From an optimization exercise on the open Yosys and OpenROAD flow, aimed at small area, a short achievable clock period and few clock cycles; shortcuts taken in it are not production practice.
In this exercise RTL edits were held to simulation tests only and were not proved equivalent to the original.

// SP
module SP(
	clk,
	rst_n,
	cg_en,
	in_valid,
	in_data,
	in_mode,
	out_valid,
	out_data
);
Size: about 200 flip-flops, ~27 I/O pins, ~0.012 mm² of cells after synthesis.
Settings: LEC_CHECK=0, CAP_MARGIN=20, CORE_MARGIN=2, CORE_UTILIZATION=40, SLEW_MARGIN=20; clock period 22.0 ns.
standard.sh (not shown) runs the stock make flow with config.mk's settings and CLKGATE_MAP_FILE= SYNTH_SCRIPT=/design/flow/synth_recipe.tcl, a recipe that flattens the netlist after the stock synthesis.
==> flow/flow/run.sh <==
#!/bin/bash
# Standard layout with stronger port buffers; timing repair aims for slack well
# beyond the clock's (the clock and constraints are unchanged).
set -e
bash standard.sh BUFFER_PORTS_ARGS="-buffer_cell sky130_fd_sc_hd__buf_4" SETUP_SLACK_MARGIN=16.5 finish > standard.log 2>&1
The first run completed without violations.
Testbench counts at the start, summed over its fixed seeds: cycles 10,357.
Then changed:
==> flow/flow/run.sh (replaced) <==
#!/bin/bash
set -e
bash standard.sh BUFFER_PORTS_ARGS="-buffer_cell sky130_fd_sc_hd__buf_4" SETUP_SLACK_MARGIN=16.5 ABC_AREA=1 CTS_CLUSTER_SIZE=30 CTS_CLUSTER_DIAMETER=120 finish > standard.log 2>&1
Via count climbs by a few percent. Design area is lower by a few percent. First-iteration DRC count falls by roughly a tenth. Wire length shrinks by a few percent. Worst setup slack gets better by 15 ps. Critical path depth does not change. Non-clock buffer count is lower by 24. Cell count rose by a little under a tenth. Core utilization went down by 3.2 points.
Then changed:
==> flow/flow/run.sh (replaced) <==
#!/bin/bash
set -e
bash standard.sh BUFFER_PORTS_ARGS="-buffer_cell sky130_fd_sc_hd__buf_4" SETUP_SLACK_MARGIN=16.5 ABC_AREA=1 CTS_CLUSTER_SIZE=20 CTS_CLUSTER_DIAMETER=120 finish > standard.log 2>&1
Result: The new run completed with no timing, DRC or antenna violations; fmax rose by 0.37%; core utilization rose by 0.53 points; design area rose by 1.2%; wire length rose by 0.69%; hold slack got worse by 13 ps; sequential cell count does not change; global-route usage is about the same.
Then changed:
==> flow/flow/run.sh (replaced) <==
#!/bin/bash
# Standard layout with stronger port buffers and area-oriented mapping; timing
# repair aims for slack well beyond the clock's (clock and constraints unchanged).
set -e
bash standard.sh BUFFER_PORTS_ARGS="-buffer_cell sky130_fd_sc_hd__buf_4" SETUP_SLACK_MARGIN=16.5 ABC_AREA=1 finish > standard.log 2>&1
What happened: The changed run passed the timing, DRC and antenna checks; global-route usage went up by 0.25 points; area after synthesis is unchanged; utilization is higher by 1.4 points; first-iteration DRC count came out lower by 8.2%; final area increases by 3.2%; via count grows by 1.6%; register-to-register slack is better by 30 ps; worst setup slack gets worse by 30 ps; cell count rose by 1.4%.

* * *

SP, a different RTL version from the one above (not shown whole).
Size: ~1,300 cells after synthesis, ~200 flip-flops, about 27 I/O pins.
// SP
module SP(
	clk,
	rst_n,
	cg_en,
	in_valid,
	in_data,
	in_mode,
	out_valid,
	out_data
);
==> flow/config.mk <==
export PLATFORM = sky130hd
export DESIGN_NAME = SP
export DESIGN_NICKNAME = SP
export VERILOG_FILES = /design/flow/design.v
export SDC_FILE = /design/flow/constraint.sdc
export NUM_CORES = 4
export LEC_CHECK = 0
export CAP_MARGIN = 20
export CORE_MARGIN = 2
export CORE_UTILIZATION = 40
export SLEW_MARGIN = 20
==> flow/constraint.sdc <==
create_clock -name core_clock -period 22.0 [get_ports {clk}]
set_input_delay 4.4000 -clock core_clock [delete_from_list [all_inputs] [get_ports {clk}]]
set_output_delay 4.4000 -clock core_clock [all_outputs]
set_load 0.01 [all_outputs]
==> flow/flow/run.sh <==
#!/bin/bash
set -e
bash standard.sh BUFFER_PORTS_ARGS="-buffer_cell sky130_fd_sc_hd__buf_4" SETUP_SLACK_MARGIN=16.5 ABC_AREA=1 CTS_ARGS="-sink_clustering_enable -repair_clock_nets -sink_clustering_size 20 -sink_clustering_max_diameter 120 -dont_use_dummy_load" finish > standard.log 2>&1
Testbench counts at the start, summed over its fixed seeds: cycles 10,357.
Rerun with:
==> flow/flow/run.sh (replaced) <==
#!/bin/bash
set -e
bash standard.sh BUFFER_PORTS_ARGS="-buffer_cell sky130_fd_sc_hd__buf_4" SETUP_SLACK_MARGIN=16.5 CTS_CLUSTER_SIZE=20 CTS_CLUSTER_DIAMETER=120 finish > standard.log 2>&1
=>
- final cell count drops by 14%
- setup slack degrades by 0.046 ns
- register-to-register slack degrades by 0.33 ns
- global-route usage barely changes
- cell area climbs by 6.8%
- non-clock buffer count climbs by 41
- maximum frequency drops by 0.85%
- area after synthesis stays flat
Rerun with:
==> flow/flow/run.sh (replaced) <==
#!/bin/bash
set -e
bash standard.sh BUFFER_PORTS_ARGS="-buffer_cell sky130_fd_sc_hd__buf_4" SETUP_SLACK_MARGIN=16.5 ABC_AREA=1 CTS_CLUSTER_SIZE=20 CTS_CLUSTER_DIAMETER=120 finish > standard.log 2>&1
Settings changed: CORE_UTILIZATION 40 to 60.
Cell area drops by 6.9%.
Fmax climbs by 1.0%.
Routed wire length drops by 4.9%.
Area after synthesis stays flat.
Rerun with:
==> flow/flow/run.sh (replaced) <==
#!/bin/bash
set -e
bash standard.sh BUFFER_PORTS_ARGS="-buffer_cell sky130_fd_sc_hd__buf_4" SETUP_SLACK_MARGIN=16.5 ABC_AREA=1 CTS_BUF_LIST=sky130_fd_sc_hd__clkbuf_8 CTS_CLUSTER_SIZE=12 CTS_CLUSTER_DIAMETER=100 finish > standard.log 2>&1
Settings changed: CORE_UTILIZATION 60 to 40.
- routed wire length goes up by 3.8%
- maximum frequency falls by 1.3%
- setup slack gets worse by 0.071 ns
- clock-buffer cell count is unchanged
- core utilization falls by 22 points
- worst hold slack is worse by 0.0056 ns
- register-to-register slack loses 0.07 ns
- cell count grows by 7.3%
- first-iteration DRC count increases by 11%
- via count fell by 1.1%

* * *

SP, a different RTL version from the one above (not shown whole).
Size: roughly 210 flip-flops, ~27 I/O pins, roughly 0.011 mm2 of cells after synthesis.
clock: 22.0 ns
lec_check: 0
cap_margin: 20
core_margin: 2
core_utilization: 40
slew_margin: 20
==> flow/flow/run.sh <==
#!/bin/bash
set -e
bash standard.sh BUFFER_PORTS_ARGS="-buffer_cell sky130_fd_sc_hd__buf_4" SETUP_SLACK_MARGIN=16.5 ABC_AREA=1 CTS_CLUSTER_SIZE=20 CTS_CLUSTER_DIAMETER=120 finish > standard.log 2>&1
Testbench counts at the start, summed over its fixed seeds: cycles 10,253.
Next try:
==> flow/flow/run.sh (replaced) <==
#!/bin/bash
# Layout flow: the standard ORFS flow (standard.sh, standard synthesis
# unchanged), with these settings passed on to ORFS:
#  - port buffers are buf_4 cells (the default pick is a slow delay cell);
#  - ABC's area script for technology mapping;
#  - timing repair aims for 16.5 ns of setup slack at the unchanged 22 ns
#    clock, i.e. it works on paths longer than 5.5 ns;
#  - clock tree: sink clusters of up to 20 registers within 120 um, and no
#    dummy loads.
# The clock, its period and the I/O constraints are the standard flow's, unchanged.
# The full make output goes to standard.log; ORFS keeps each tool's own log
# under orfs/logs/.
set -e
bash standard.sh \
  BUFFER_PORTS_ARGS="-buffer_cell sky130_fd_sc_hd__buf_4" \
  ABC_AREA=1 \
  SETUP_SLACK_MARGIN=16.5 \
  CTS_ARGS="-sink_clustering_enable -repair_clock_nets -sink_clustering_size 20 -sink_clustering_max_diameter 120 -dont_use_dummy_load" \
  finish > standard.log 2>&1
Global-route usage hardly moves.
Maximum frequency hardly moves.
Cell area drops by about 0.33%.
Clock skew went up by 0.026 ns.
Utilization is lower by 0.15 points.
Clock-buffer cell count shrinks by 8.
Cell count barely changes.
Hold slack is about the same.

* * *

v2:
The RTL this note starts from:
==> flow/design.v <==
module SP(
	clk,
	rst_n,
	cg_en,
	in_valid,
	in_data,
	in_mode,
	out_valid,
	out_data
);
input		clk;
input		rst_n;
input		in_valid;
input		cg_en;
input [8:0] in_data;
input [2:0] in_mode;
output reg 		  out_valid;
output reg [9:0]  out_data;
integer i;
function sgt;
	input [8:0] a;
	input [8:0] b;
	reg [8:0] u, v;
	integer j;
	begin
		u = {~a[8], a[7:0]};
		v = {~b[8], b[7:0]};
		sgt = 1'b0;
		for (j = 0; j < 9; j = j + 1)
			sgt = (u[j] & ~v[j]) | (~(~u[j] & v[j]) & sgt);
	end
endfunction
reg       busy;
reg [4:0] c;
reg [2:0] mode;
reg       o1, o2;
wire start = in_valid && !busy;
always @(posedge clk or negedge rst_n) begin
	if (!rst_n) busy <= 1'b0;
	else if (start) busy <= 1'b1;
	else if (o2) busy <= 1'b0;
end
always @(posedge clk) begin
	c <= busy ? c + 5'd1 : 5'd0;
	if (start) mode <= in_mode;
end
wire m1 = mode[1];
wire m2 = mode[2];
wire [4:0] nc = c + 5'd1;
reg inph, fen, ins_raw, ins_f, ins_q, clr, lastins;
wire nraw0 = !(in_mode[2] && !in_mode[1]);
always @(posedge clk or negedge rst_n) begin
	if (!rst_n) begin
		inph <= 1'b0; fen <= 1'b0; ins_raw <= 1'b0; ins_f <= 1'b0; ins_q <= 1'b0;
		clr <= 1'b0; lastins <= 1'b0;
	end else begin
		inph    <= start || busy && nc <= 5'd8;
		fen     <= busy && m1 && nc >= 5'd9 && nc <= 5'd17;
		ins_raw <= start && nraw0 ||
		           busy && (m1 ? nc <= 5'd7 : !m2 && nc <= 5'd8);
		ins_f   <= busy && m1 && !m2 && nc >= 5'd10 && nc <= 5'd18;
		ins_q   <= busy && m2 && (m1 ? (nc >= 5'd13 && nc <= 5'd21) : (nc >= 5'd4 && nc <= 5'd12));
		clr     <= busy && m1 && nc == 5'd8;
		lastins <= busy && (m2 ? (m1 ? nc == 5'd21 : nc == 5'd12) : (m1 ? nc == 5'd18 : nc == 5'd8));
	end
end
wire ins = ins_raw || ins_f || ins_q;
reg [7:0] gi;                 
reg       sg;
wire [7:0] gin;
genvar k;
generate for (k = 0; k < 8; k = k + 1) begin : g_gray
	if (k >= 4) assign gin[k] = ^in_data[7:k];
	else assign gin[k] = ^in_data[3:k];
end endgenerate
always @(posedge clk) begin
	gi <= gin;
	sg <= in_data[8];
end
wire [7:0] gb = {gi[7:4], gi[3:0] ^ {4{gi[4]}}};
wire [7:0] gr = {gi[7:4] ^ {1'b0, gi[7:5]}, gi[3:0] ^ {1'b0, gi[3:1]}};    
wire [7:0] nb;
generate for (k = 0; k < 8; k = k + 1) begin : g_neg
	if (k == 0) assign nb[k] = gb[0];
	else assign nb[k] = gb[k] ^ (sg & (|gb[k-1:0]));
end endgenerate
wire signed [8:0] vdec = mode[0] ? {sg & (|gb), nb} : {sg, gr};
reg signed [8:0] S [0:8];
reg signed [9:0] msum;         
reg [7:0] half;                
wire signed [8:0] hs = {1'b0, half};
wire signed [8:0] e = inph ? vdec : S[0];
wire signed [10:0] e2 = {e[8], e, 1'b0};
wire signed [10:0] D = e2 - msum;
wire signed [10:0] t = msum[0] ? (msum[9] ? 11'sd1 : -11'sd1) : 11'sd0;
wire signed [8:0] fe = !fen ? e : (D > t) ? e - hs : (D < t) ? e + hs : e;
always @(posedge clk) begin
	for (i = 0; i < 8; i = i + 1) S[i] <= S[i+1];
	S[8] <= fe;
end
wire signed [10:0] s3 = S[6] + S[7] + S[8];
wire signed [8:0] q3;
SP_div3 u_div3(.t(s3), .q(q3));
reg signed [8:0] q;
always @(posedge clk) q <= q3;
wire signed [8:0] x = ins_q ? q : ins_f ? S[8] : vdec;
reg signed [8:0] L [1:5];
reg signed [8:0] mn;
reg [5:1] full;                
reg [5:0] gt;                  
always @(*) begin
	gt[0] = 1'b1;
	for (i = 1; i <= 5; i = i + 1) gt[i] = !full[i] || sgt(x, L[i]);
end
wire signed [8:0] nmax = gt[1] ? x : L[1];
always @(posedge clk) begin
	if (!busy || clr) full <= 5'd0;
	else if (ins) full <= {full[4:1], 1'b1};
	if (ins) begin
		L[1] <= nmax;
		for (i = 2; i <= 5; i = i + 1)
			L[i] <= gt[i-1] ? L[i-1] : (gt[i] ? x : L[i]);
		mn <= nmin;
	end
end
wire signed [8:0] nmin = (!full[1] || sgt(mn, x)) ? x : mn;
wire [9:0] mdiff = nmax - nmin;
always @(posedge clk) begin
	if (clr) begin
		msum <= nmax + nmin;
		half <= mdiff[8:1];
	end
end
always @(posedge clk or negedge rst_n) begin
	if (!rst_n) begin
		o1 <= 1'b0; o2 <= 1'b0;
		out_valid <= 1'b0;
		out_data <= 10'd0;
	end else begin
		o1 <= lastins;
		o2 <= o1;
		out_valid <= lastins | o1 | o2;
		out_data <= lastins ? {nmax[8], nmax} : o1 ? {L[5][8], L[5]} : o2 ? {mn[8], mn} : 10'd0;
	end
end
endmodule
module SP_div3(input [10:0] t, output [8:0] q);
wire [11:0] u;
assign u[8:0] = t[8:0];
assign u[9] = ~t[9];
assign u[10] = ~t[10] ^ t[9];
assign u[11] = ~t[10] & t[9];
wire [1:0] r_0_0 = {1'b0, u[0]};
wire [1:0] r_1_1 = {1'b0, u[1]};
wire [1:0] r_2_2 = {1'b0, u[2]};
wire [1:0] r_3_3 = {1'b0, u[3]};
wire [1:0] r_4_4 = {1'b0, u[4]};
wire [1:0] r_5_5 = {1'b0, u[5]};
wire [1:0] r_6_6 = {1'b0, u[6]};
wire [1:0] r_7_7 = {1'b0, u[7]};
wire [1:0] r_8_8 = {1'b0, u[8]};
wire [1:0] r_9_9 = {1'b0, u[9]};
wire [1:0] r_10_10 = {1'b0, u[10]};
wire [1:0] r_11_11 = {1'b0, u[11]};
wire [1:0] r_11_10 = m3sub(r_10_10, r_11_11);
wire [1:0] r_11_9 = m3sub(r_9_9, r_11_10);
wire [1:0] r_8_7 = m3sub(r_7_7, r_8_8);
wire [1:0] r_8_6 = m3sub(r_6_6, r_8_7);
wire [1:0] r_11_8 = m3sub(r_8_8, r_11_9);
wire [1:0] r_11_7 = m3add(r_11_9, r_8_7);
wire [1:0] r_11_6 = m3sub(r_8_6, r_11_9);
wire [1:0] r_5_4 = m3sub(r_4_4, r_5_5);
wire [1:0] r_5_3 = m3sub(r_3_3, r_5_4);
wire [1:0] r_2_1 = m3sub(r_1_1, r_2_2);
wire [1:0] r_2_0 = m3sub(r_0_0, r_2_1);
wire [1:0] r_5_2 = m3sub(r_2_2, r_5_3);
wire [1:0] r_5_1 = m3add(r_5_3, r_2_1);
wire [1:0] r_5_0 = m3sub(r_2_0, r_5_3);
wire [1:0] r_11_5 = m3sub(r_5_5, r_11_6);
wire [1:0] r_11_4 = m3add(r_11_6, r_5_4);
wire [1:0] r_11_3 = m3sub(r_5_3, r_11_6);
wire [1:0] r_11_2 = m3add(r_11_6, r_5_2);
wire [1:0] r_11_1 = m3sub(r_5_1, r_11_6);
wire [1:0] r_11_0 = m3add(r_11_6, r_5_0);
wire [11:0] qb;
assign qb[11] = 1'b0;
assign qb[0] = r_11_1[1] | (r_11_1[0] & u[0]);
assign qb[1] = r_11_2[1] | (r_11_2[0] & u[1]);
assign qb[2] = r_11_3[1] | (r_11_3[0] & u[2]);
assign qb[3] = r_11_4[1] | (r_11_4[0] & u[3]);
assign qb[4] = r_11_5[1] | (r_11_5[0] & u[4]);
assign qb[5] = r_11_6[1] | (r_11_6[0] & u[5]);
assign qb[6] = r_11_7[1] | (r_11_7[0] & u[6]);
assign qb[7] = r_11_8[1] | (r_11_8[0] & u[7]);
assign qb[8] = r_11_9[1] | (r_11_9[0] & u[8]);
assign qb[9] = r_11_10[1] | (r_11_10[0] & u[9]);
assign qb[10] = r_11_11[1] | (r_11_11[0] & u[10]);
wire neg_rem = t[10] & (r_11_0 != 2'd0);
assign q = qb[8:0] + {8'd0, neg_rem};
function [1:0] m3add(input [1:0] a, input [1:0] b);
  case ({a,b}) 4'b0000: m3add=0; 4'b0001: m3add=1; 4'b0010: m3add=2;
    4'b0100: m3add=1; 4'b0101: m3add=2; 4'b0110: m3add=0;
    4'b1000: m3add=2; 4'b1001: m3add=0; 4'b1010: m3add=1; default: m3add=2'b00; endcase
endfunction
function [1:0] m3sub(input [1:0] b, input [1:0] a);  
  case ({b,a}) 4'b0000: m3sub=0; 4'b0001: m3sub=2; 4'b0010: m3sub=1;
    4'b0100: m3sub=1; 4'b0101: m3sub=0; 4'b0110: m3sub=2;
    4'b1000: m3sub=2; 4'b1001: m3sub=1; 4'b1010: m3sub=0; default: m3sub=2'b00; endcase
endfunction
endmodule
Settings: LEC_CHECK=0, CAP_MARGIN=20, CORE_MARGIN=2, CORE_UTILIZATION=40, SLEW_MARGIN=20; clock period 22.0 ns.
==> flow/flow/run.sh <==
#!/bin/bash
set -e
bash standard.sh BUFFER_PORTS_ARGS="-buffer_cell sky130_fd_sc_hd__buf_4" SETUP_SLACK_MARGIN=16.5 ABC_AREA=1 CTS_BUF_LIST=sky130_fd_sc_hd__clkbuf_8 CTS_CLUSTER_SIZE=16 CTS_CLUSTER_DIAMETER=100 finish > standard.log 2>&1
Testbench counts of v2, summed over its fixed seeds: cycles 10,357.
#### Input delta (v26 over v2)
==> flow/flow/run.sh <==
#!/bin/bash
set -e
bash standard.sh BUFFER_PORTS_ARGS="-buffer_cell sky130_fd_sc_hd__buf_4" SETUP_SLACK_MARGIN=16.5 CTS_CLUSTER_SIZE=20 CTS_CLUSTER_DIAMETER=120 finish > standard.log 2>&1
==> comparison <==
Of v26 and v2, it is v26 that has the higher total of cells resized after clock tree synthesis.
Diff v2 -> v26: total met2 wirelength after detailed routing up about 7%; wire length has increased; design area higher.
For the arithmetic-cell share of the synthesized area counting full adders, half adders and majority gates, v26 came in 0.90 points higher than v2 did.
Diff v2 -> v26: routed length per instance went up by 26%, via count of the first global-routing pass went down by 5.0%.
> inputs changed (v26 -> v30)
==> flow/flow/run.sh <==
#!/bin/bash
set -e
bash standard.sh BUFFER_PORTS_ARGS="-buffer_cell sky130_fd_sc_hd__buf_4" SETUP_SLACK_MARGIN=16.5 ABC_AREA=1 CTS_ARGS="-sink_clustering_enable -repair_clock_nets -sink_clustering_size 20 -sink_clustering_max_diameter 120 -num_static_layers 1" finish > standard.log 2>&1
[summary]
A combinational family with the most area after synthesis of simple AND/OR/NAND/NOR gates is what v30 shows, while compound AO/OA/AOI/OAI gates belongs to v26.
Having completed the whole flow, v30 delivered a layout that passed the timing, DRC and antenna checks.
v26 → v30: fraction of standard cell area that is sequential now sits higher, number of standard cells in the layout, taps in and fillers out now sits higher, die area now sits at about the same level.
Of v30 and v26, it is v30 that has the lower final area.
Input changes introduced in v16 (baseline for comparison: v30):
==> flow/flow/run.sh <==
#!/bin/bash
set -e
bash standard.sh BUFFER_PORTS_ARGS="-buffer_cell sky130_fd_sc_hd__buf_4" SETUP_SLACK_MARGIN=16.0 ABC_AREA=1 CTS_CLUSTER_SIZE=20 CTS_CLUSTER_DIAMETER=120 finish > standard.log 2>&1
Results
All of v30 and v16 finish clean. Taking v30 as the reference, in v16 non-clock buffering overhead in the final layout about even; number of global-route vias before repair roughly the same; simple-gate share of the synthesized area shows no meaningful change. Relative to v30, routed wirelength normalized by instance count has decreased by 0.36% in v16. Area growth from synthesis to final layout ended up 0.38 points lower on v16 than on v30. Compared v16 against v30; hold slack within noise. Minimum setup slack in the final design: v30 vs v16 — no meaningful difference.

==> re-timing with driven ports <==
The results above use ideal ports. As a check the final layouts listed here were re-extracted and re-timed, cells and wires unchanged.
Step 1: set_driving_cell puts a clkbuf_16 on clk and a buf_2 on each other input, an assumption about the parent block.
Step 2 moves the port delays by t, midway between the first and last clock arrival at a register: inputs arrive t later, outputs are due t later. That takes back most of the time a late clock gives input paths.
Three values: no drivers, after step 1, after step 2; two values: the first two.
| run | t, ns | setup WS [ns] | worst setup path at the end | worst register clock-pin slew, ns | worst data-port slew with drivers (ns) |
|---|---|---|---|---|---|
| the first run of note 1 | 0.557 | 16.566 / 16.516 / 16.599 | register to register | 0.06 / 0.06 | 0.05 |
| the second run of note 1 | 0.525 | 16.581 / 16.529 / 16.753 | input to register | 0.12 / 0.12 | 0.04 |
| the third run of note 1 | 0.520 | 16.601 / 16.550 / 16.734 | input to register | 0.09 / 0.09 | 0.04 |
| the fourth run of note 1 | 0.562 | 16.572 / 16.520 / 16.699 | input to register | 0.07 / 0.07 | 0.04 |
| the first run of note 2 | 0.506 | 16.574 / 16.529 / 16.825 | input to register | 0.09 / 0.09 | 0.03 |
| the second run of note 2 | 0.517 | 16.528 / 16.528 / 16.528 | register to register | 0.10 / 0.10 | 0.03 |
| the third run of note 2 | 0.517 | 16.584 / 16.536 / 16.875 | register to register | 0.09 / 0.09 | 0.03 |
| the fourth run of note 2 | 0.574 | 16.514 / 16.472 / 16.805 | register to register | 0.10 / 0.10 | 0.03 |
| the first run of note 3 | 0.522 | 16.546 / 16.497 / 16.784 | input to register | 0.10 / 0.10 | 0.04 |
| the second run of note 3 | 0.513 | 16.555 / 16.506 / 16.781 | input to register | 0.10 / 0.10 | 0.04 |
| v2 | 0.545 | 16.523 / 16.485 / 16.764 | input to register | 0.12 / 0.12 | 0.03 |
| v26 | 0.518 | 16.584 / 16.537 / 16.647 | input to register | 0.09 / 0.09 | 0.09 |
| v30 | 0.520 | 16.580 / 16.531 / 16.739 | input to register | 0.09 / 0.09 | 0.03 |
| v16 | 0.517 | 16.582 / 16.534 / 16.707 | register to register | 0.09 / 0.09 | 0.03 |
After both steps every run listed still meets setup and hold.
